Context: an optimization exercise on an open-source flow, tuned for small area. The choices shown serve that exercise and are no tape-out recipe.
Only simulation tests tie the RTL to the original design; equivalence was not proved.

Setup of lane 2:
==> flow/design.v <==
module mtm_Alu (
    input  clk,
    input  rst_n,
    input  sin,
    output sout
);
  reg [5:0] ph;
  always @(posedge clk) ph <= ph + 6'd1;
  wire tick = (ph[3:0] == 4'd15);
  reg  [63:0] ring;
  reg [3:0] bc;        
  reg [3:0] fc;        
  reg       h;         
  reg [3:0] c4;        
  reg [2:0] op;
  reg  [2:0] tfc;      
  wire      dead = tfc[2] & (tfc[1] | tfc[0]);
  wire      cmd  = fc[3];
  wire s_type = tick & (bc == 4'd14);
  wire s_pay  = tick & ((bc == 4'd15) | (bc <= 4'd6));    
  wire s_stop = tick & (bc == 4'd7);
  wire fb4    = c4[3] ^ sin;
  wire [3:0] c4n = {c4[2:0], 1'b0} ^ {2'b00, fb4, fb4};
  reg cy;
  reg fN, fZ, fC, fV;
  wire run = cmd & (ph[5:4] == 2'd3 ? (bc >= 4'd3 && bc <= 4'd6) :
                    ph[5:4] == 2'd0 ? (bc >= 4'd4 && bc <= 4'd7) : 1'b0);
  wire a   = ring[15];
  wire b   = ring[47];
  wire i0  = (ph == 6'd48);
  wire i31 = (ph == 6'd15);
  wire cin = i0 ? op[0] : cy;
  wire bb  = b ^ op[0];
  wire s   = a ^ bb ^ cin;
  wire co  = (a & bb) | (a & cin) | (bb & cin);
  wire r   = op[2] ? s : (op[0] ? (a | b) : (a & b));
  wire       dwr = ~cmd & ~bc[3] & (ph[3:0] == ~{fc[0], bc[2:0]});
  wire [1:0] dsel = fc[2:1] + ph[5:4] + 2'd1;
  wire [3:0] we;
  assign we[0] = dwr & (dsel == 2'd0);
  assign we[1] = dwr & (dsel == 2'd1);
  assign we[2] = dwr & (dsel == 2'd2);
  assign we[3] = (dwr & (dsel == 2'd3)) | run;
  wire din = run ? r : h;
  genvar g;
  generate
    for (g = 0; g < 64; g = g + 1) begin : rg
      if (g % 16 == 0) begin : ins
        always @(posedge clk) ring[g] <= we[g / 16] ? din : ring[(g + 63) % 64];
      end else begin : sh
        always @(posedge clk) ring[g] <= ring[g - 1];
      end
    end
  endgenerate
  reg [3:0] tbc;       
  reg       so;
  reg [2:0] c3;        
  wire ttick = (ph[2:0] == 3'd7) & (ph[3] ^ tfc[0]);
  wire txgo  = ((tbc == 4'd12) & ((tfc != 3'd0) | (ph[5:4] == 2'd0))) |
               ((tbc == 4'd14) & dead);
  reg tap;
  always @(*)
    case (tbc[2:0])
      3'd0: tap = ring[15];
      3'd1: tap = ring[32];
      3'd2: tap = ring[49];
      3'd3: tap = ring[2];
      3'd4: tap = ring[19];
      3'd5: tap = ring[36];
      3'd6: tap = ring[53];
      default: tap = ring[6];
    endcase
  reg pv;              
  always @(*) begin
    if (!tfc[2]) pv = tap;
    else if (dead)
      case (tbc[2:0])
        3'd0, 3'd7: pv = 1'b1;
        3'd1, 3'd4: pv = tfc[1] & tfc[0];
        3'd2, 3'd5: pv = tfc[1] & op[1];
        default:    pv = ~tfc[1];
      endcase
    else
      case (tbc[2:0])
        3'd0:    pv = 1'b1;
        3'd1:    pv = fN;
        3'd2:    pv = fZ;
        3'd3:    pv = fC;
        3'd4:    pv = fV;
        default: pv = c3[2];
      endcase
  end
  wire fb3 = c3[2] ^ pv;
  always @(posedge clk) begin
    if (!rst_n) begin
      bc   <= 4'd8;
      fc   <= 4'd0;
      c4   <= 4'd0;
    end else begin
      if (tick) begin
        if (bc != 4'd8) bc <= bc + 4'd1;
        else if (!sin && !dead) bc <= 4'd14;
      end
      if (!dead) begin
        if (s_stop) fc <= cmd ? 4'd0 : fc + 4'd1;
        if (s_pay) begin
          c4 <= c4n;
          if (cmd) begin
            if (bc <= 4'd2) op <= {op[1:0], sin};
          end
        end
      end
    end
  end
  always @(posedge clk) if (s_pay && !cmd) h <= sin;
  always @(posedge clk) begin
    cy <= co;
    if (run) begin
      fZ <= (i0 | fZ) & ~r;
      if (i31) begin
        fN <= r;
        fC <= op[2] & (co ^ op[0]);
        fV <= op[2] & ~b & (a ^ s) & ~(a ^ op[0]);
      end
    end
  end
  wire e_frm = ~dead & ((s_type & (sin ^ cmd)) | (s_pay & cmd & (bc == 4'd15) & ~sin));
  wire c0    = ~dead & s_pay & cmd & (bc == 4'd6);
  always @(posedge clk) begin
    if (!rst_n) begin
      tbc <= 4'd14;
      tfc <= 3'd0;
      so  <= 1'b1;
      c3  <= 3'd0;
    end else if (e_frm) begin
      tfc <= 3'd5;
    end else if (c0) begin
      if (c4n != 4'd0) tfc <= 3'd7;
      else if (op[1]) tfc <= 3'd6;
      else begin
        tbc <= 4'd12;
        tfc <= 3'd0;
      end
    end else if (ttick) begin
      case (tbc)
        4'd12, 4'd14: if (txgo) begin
          tbc <= 4'd15;
          so  <= 1'b0;
        end
        4'd13: ;
        4'd15: begin
          tbc <= 4'd0;
          so  <= tfc[2];
        end
        4'd8: begin
          tbc <= 4'd9;
          so  <= 1'b1;
        end
        4'd9: begin
          if (tfc[2]) tbc <= dead ? 4'd13 : 4'd14;
          else begin
            tbc <= 4'd12;
            tfc <= tfc + 3'd1;
          end
        end
        default: begin
          tbc <= tbc + 4'd1;
          so  <= pv;
          c3  <= {c3[1:0], 1'b0} ^ {1'b0, fb3, fb3};
        end
      endcase
    end
  end
  assign sout = so;
endmodule
export LEC_CHECK = 0
export CAP_MARGIN = 20
export CORE_MARGIN = 2
export CORE_UTILIZATION = 40
export CTS_BUF_LIST = sky130_fd_sc_hd__clkbuf_8
export SLEW_MARGIN = 20
create_clock -name core_clock -period 10.0 [get_ports {clk}]
standard.sh (not shown) runs the stock make flow with config.mk's settings and CLKGATE_MAP_FILE= SYNTH_SCRIPT=/design/flow/synth_recipe.tcl, a recipe that flattens the netlist after the stock synthesis.
==> flow/flow/run.sh <==
#!/bin/bash
# The standard layout (standard.sh), with these changes:
#  - synthesis maps logic with an area-oriented ABC script (ORFS's ABC_AREA
#    path, with its script replaced by the one below),
#  - no adder extraction (ADDER_MAP_FILE empty), so counters are left to ABC,
#  - the port buffers are the smallest buffer, sky130_fd_sc_hd__buf_1,
#  - clock tree synthesis adds no dummy loads.
# Registers come out of synthesis exactly as in the standard flow: ABC and the
# adder step only touch combinational logic.
set -euo pipefail
here=$PWD
rm -rf "$here/scripts_area"
cp -r "$FLOW_HOME/scripts" "$here/scripts_area"
printf 'strash\ndch\nmap -a\nstrash\n&get -n\n&dch\n&nf -a -R 100\n&put\n' > "$here/scripts_area/abc_area.script"
export SCRIPTS_DIR="$here/scripts_area"
export ADDER_MAP_FILE=
export ABC_AREA=1
export BUFFER_PORTS_ARGS="-buffer_cell sky130_fd_sc_hd__buf_1"
export CTS_ARGS="-sink_clustering_enable -repair_clock_nets -buf_list sky130_fd_sc_hd__clkbuf_8 -dont_use_dummy_load"
bash standard.sh > standard.log 2>&1
Lane 2 finished every step from synthesis to the final layout, and the layout passed the timing, DRC and antenna checks.
Edits applied to the flow inputs when going from lane 2 to lane 1:
--- a/flow/design.v
+++ b/flow/design.v
@@ -53,27 +53,20 @@
     end
   endgenerate
   reg [3:0] tbc;       
   reg       so;
+  reg       stg;       
   reg [2:0] c3;        
-  wire ttick = (ph[2:0] == 3'd7) & (ph[3] ^ tfc[0]);
-  wire txgo  = ((tbc == 4'd12) & ((tfc != 3'd0) | (ph[5:4] == 2'd0))) |
-               ((tbc == 4'd14) & dead);
-  reg tap;
-  always @(*)
-    case (tbc[2:0])
-      3'd0: tap = ring[15];
-      3'd1: tap = ring[32];
-      3'd2: tap = ring[49];
-      3'd3: tap = ring[2];
-      3'd4: tap = ring[19];
-      3'd5: tap = ring[36];
-      3'd6: tap = ring[53];
-      default: tap = ring[6];
-    endcase
+  wire txgo = ((tbc == 4'd12) & ~run) | ((tbc == 4'd14) & dead);
+  wire       fet  = ~tfc[2] & ~tbc[3] & (ph[3:0] == ~{tfc[0], tbc[2:0]});
+  wire [1:0] tsel = ph[5:4] + {1'b0, tfc[1]} + 2'd2;
+  wire       tap  = (tsel == 2'd0) ? ring[15] :
+                    (tsel == 2'd1) ? ring[31] :
+                    (tsel == 2'd2) ? ring[47] : ring[63];
+  always @(posedge clk) if (fet) stg <= tap;
   reg pv;              
   always @(*) begin
-    if (!tfc[2]) pv = tap;
+    if (!tfc[2]) pv = fet ? tap : stg;
     else if (dead)
       case (tbc[2:0])
         3'd0, 3'd7: pv = 1'b1;
         3'd1, 3'd4: pv = tfc[1] & tfc[0];
@@ -136,16 +129,14 @@
       tfc <= 3'd5;
     end else if (c0) begin
       if (c4n != 4'd0) tfc <= 3'd7;
       else if (op[1]) tfc <= 3'd6;
-      else begin
-        tbc <= 4'd12;
-        tfc <= 3'd0;
-      end
-    end else if (ttick) begin
+      else tbc <= 4'd12;
+    end else if (tick) begin
       case (tbc)
         4'd12, 4'd14: if (txgo) begin
           tbc <= 4'd15;
+          if (!dead) tfc <= 3'd0;
           so  <= 1'b0;
         end
         4'd13: ;
         4'd15: begin
@@ -158,10 +149,11 @@
         end
         4'd9: begin
           if (tfc[2]) tbc <= dead ? 4'd13 : 4'd14;
           else begin
-            tbc <= 4'd12;
+            tbc <= 4'd15;
             tfc <= tfc + 3'd1;
+            so  <= 1'b0;
           end
         end
         default: begin
           tbc <= tbc + 4'd1;
==> comparison <==
- Compared lane 1 vs lane 2, and final core utilization is down in lane 1.
- Final cell area excluding filler cells ended up 93 µm² higher on lane 1 than on lane 2.
- Going from lane 2 to lane 1, worst hold slack shrank by 0.0034 ns; maximum frequency has decreased; effective utilization at floorplan -0.86 points.
- Area after synthesis went up by a few percent going from lane 2 to lane 1.
- Every run in the comparison, lane 2 and lane 1, completed the flow with a clean layout.

## static timing again, ports no longer ideal
No port has a modelled driver above. Below, the same layouts with a new extraction and two added sets of constraints.
Step 1: set_driving_cell puts a clkbuf_16 on clk and a buf_2 on each other input, an assumption about the parent block.
Step 2 moves the port delays by t, midway between the first and last clock arrival at a register: inputs arrive t later, outputs are due t later. That takes back most of the time a late clock gives input paths.
Three values: ideal, step 1, step 2; two values: the first two.
| run | t, ns | setup slack, ns | hold WS [ns] | worst setup path after step 2 | slew at the worst register clock pin (ns) |
|---|---|---|---|---|---|
| lane 2 | 0.381 | 6.485 / 6.494 / 6.114 | 0.311 / 0.311 / 0.311 | input to register | 0.10 / 0.10 |
| lane 1 | 0.378 | 6.348 / 6.352 / 5.975 | 0.308 / 0.308 / 0.308 | input to register | 0.12 / 0.12 |
After both steps every run listed still meets setup and hold. For lane 1, which loses most, drivers alone change the setup slack by +0.004 ns; drivers and shift together by -0.373 ns.
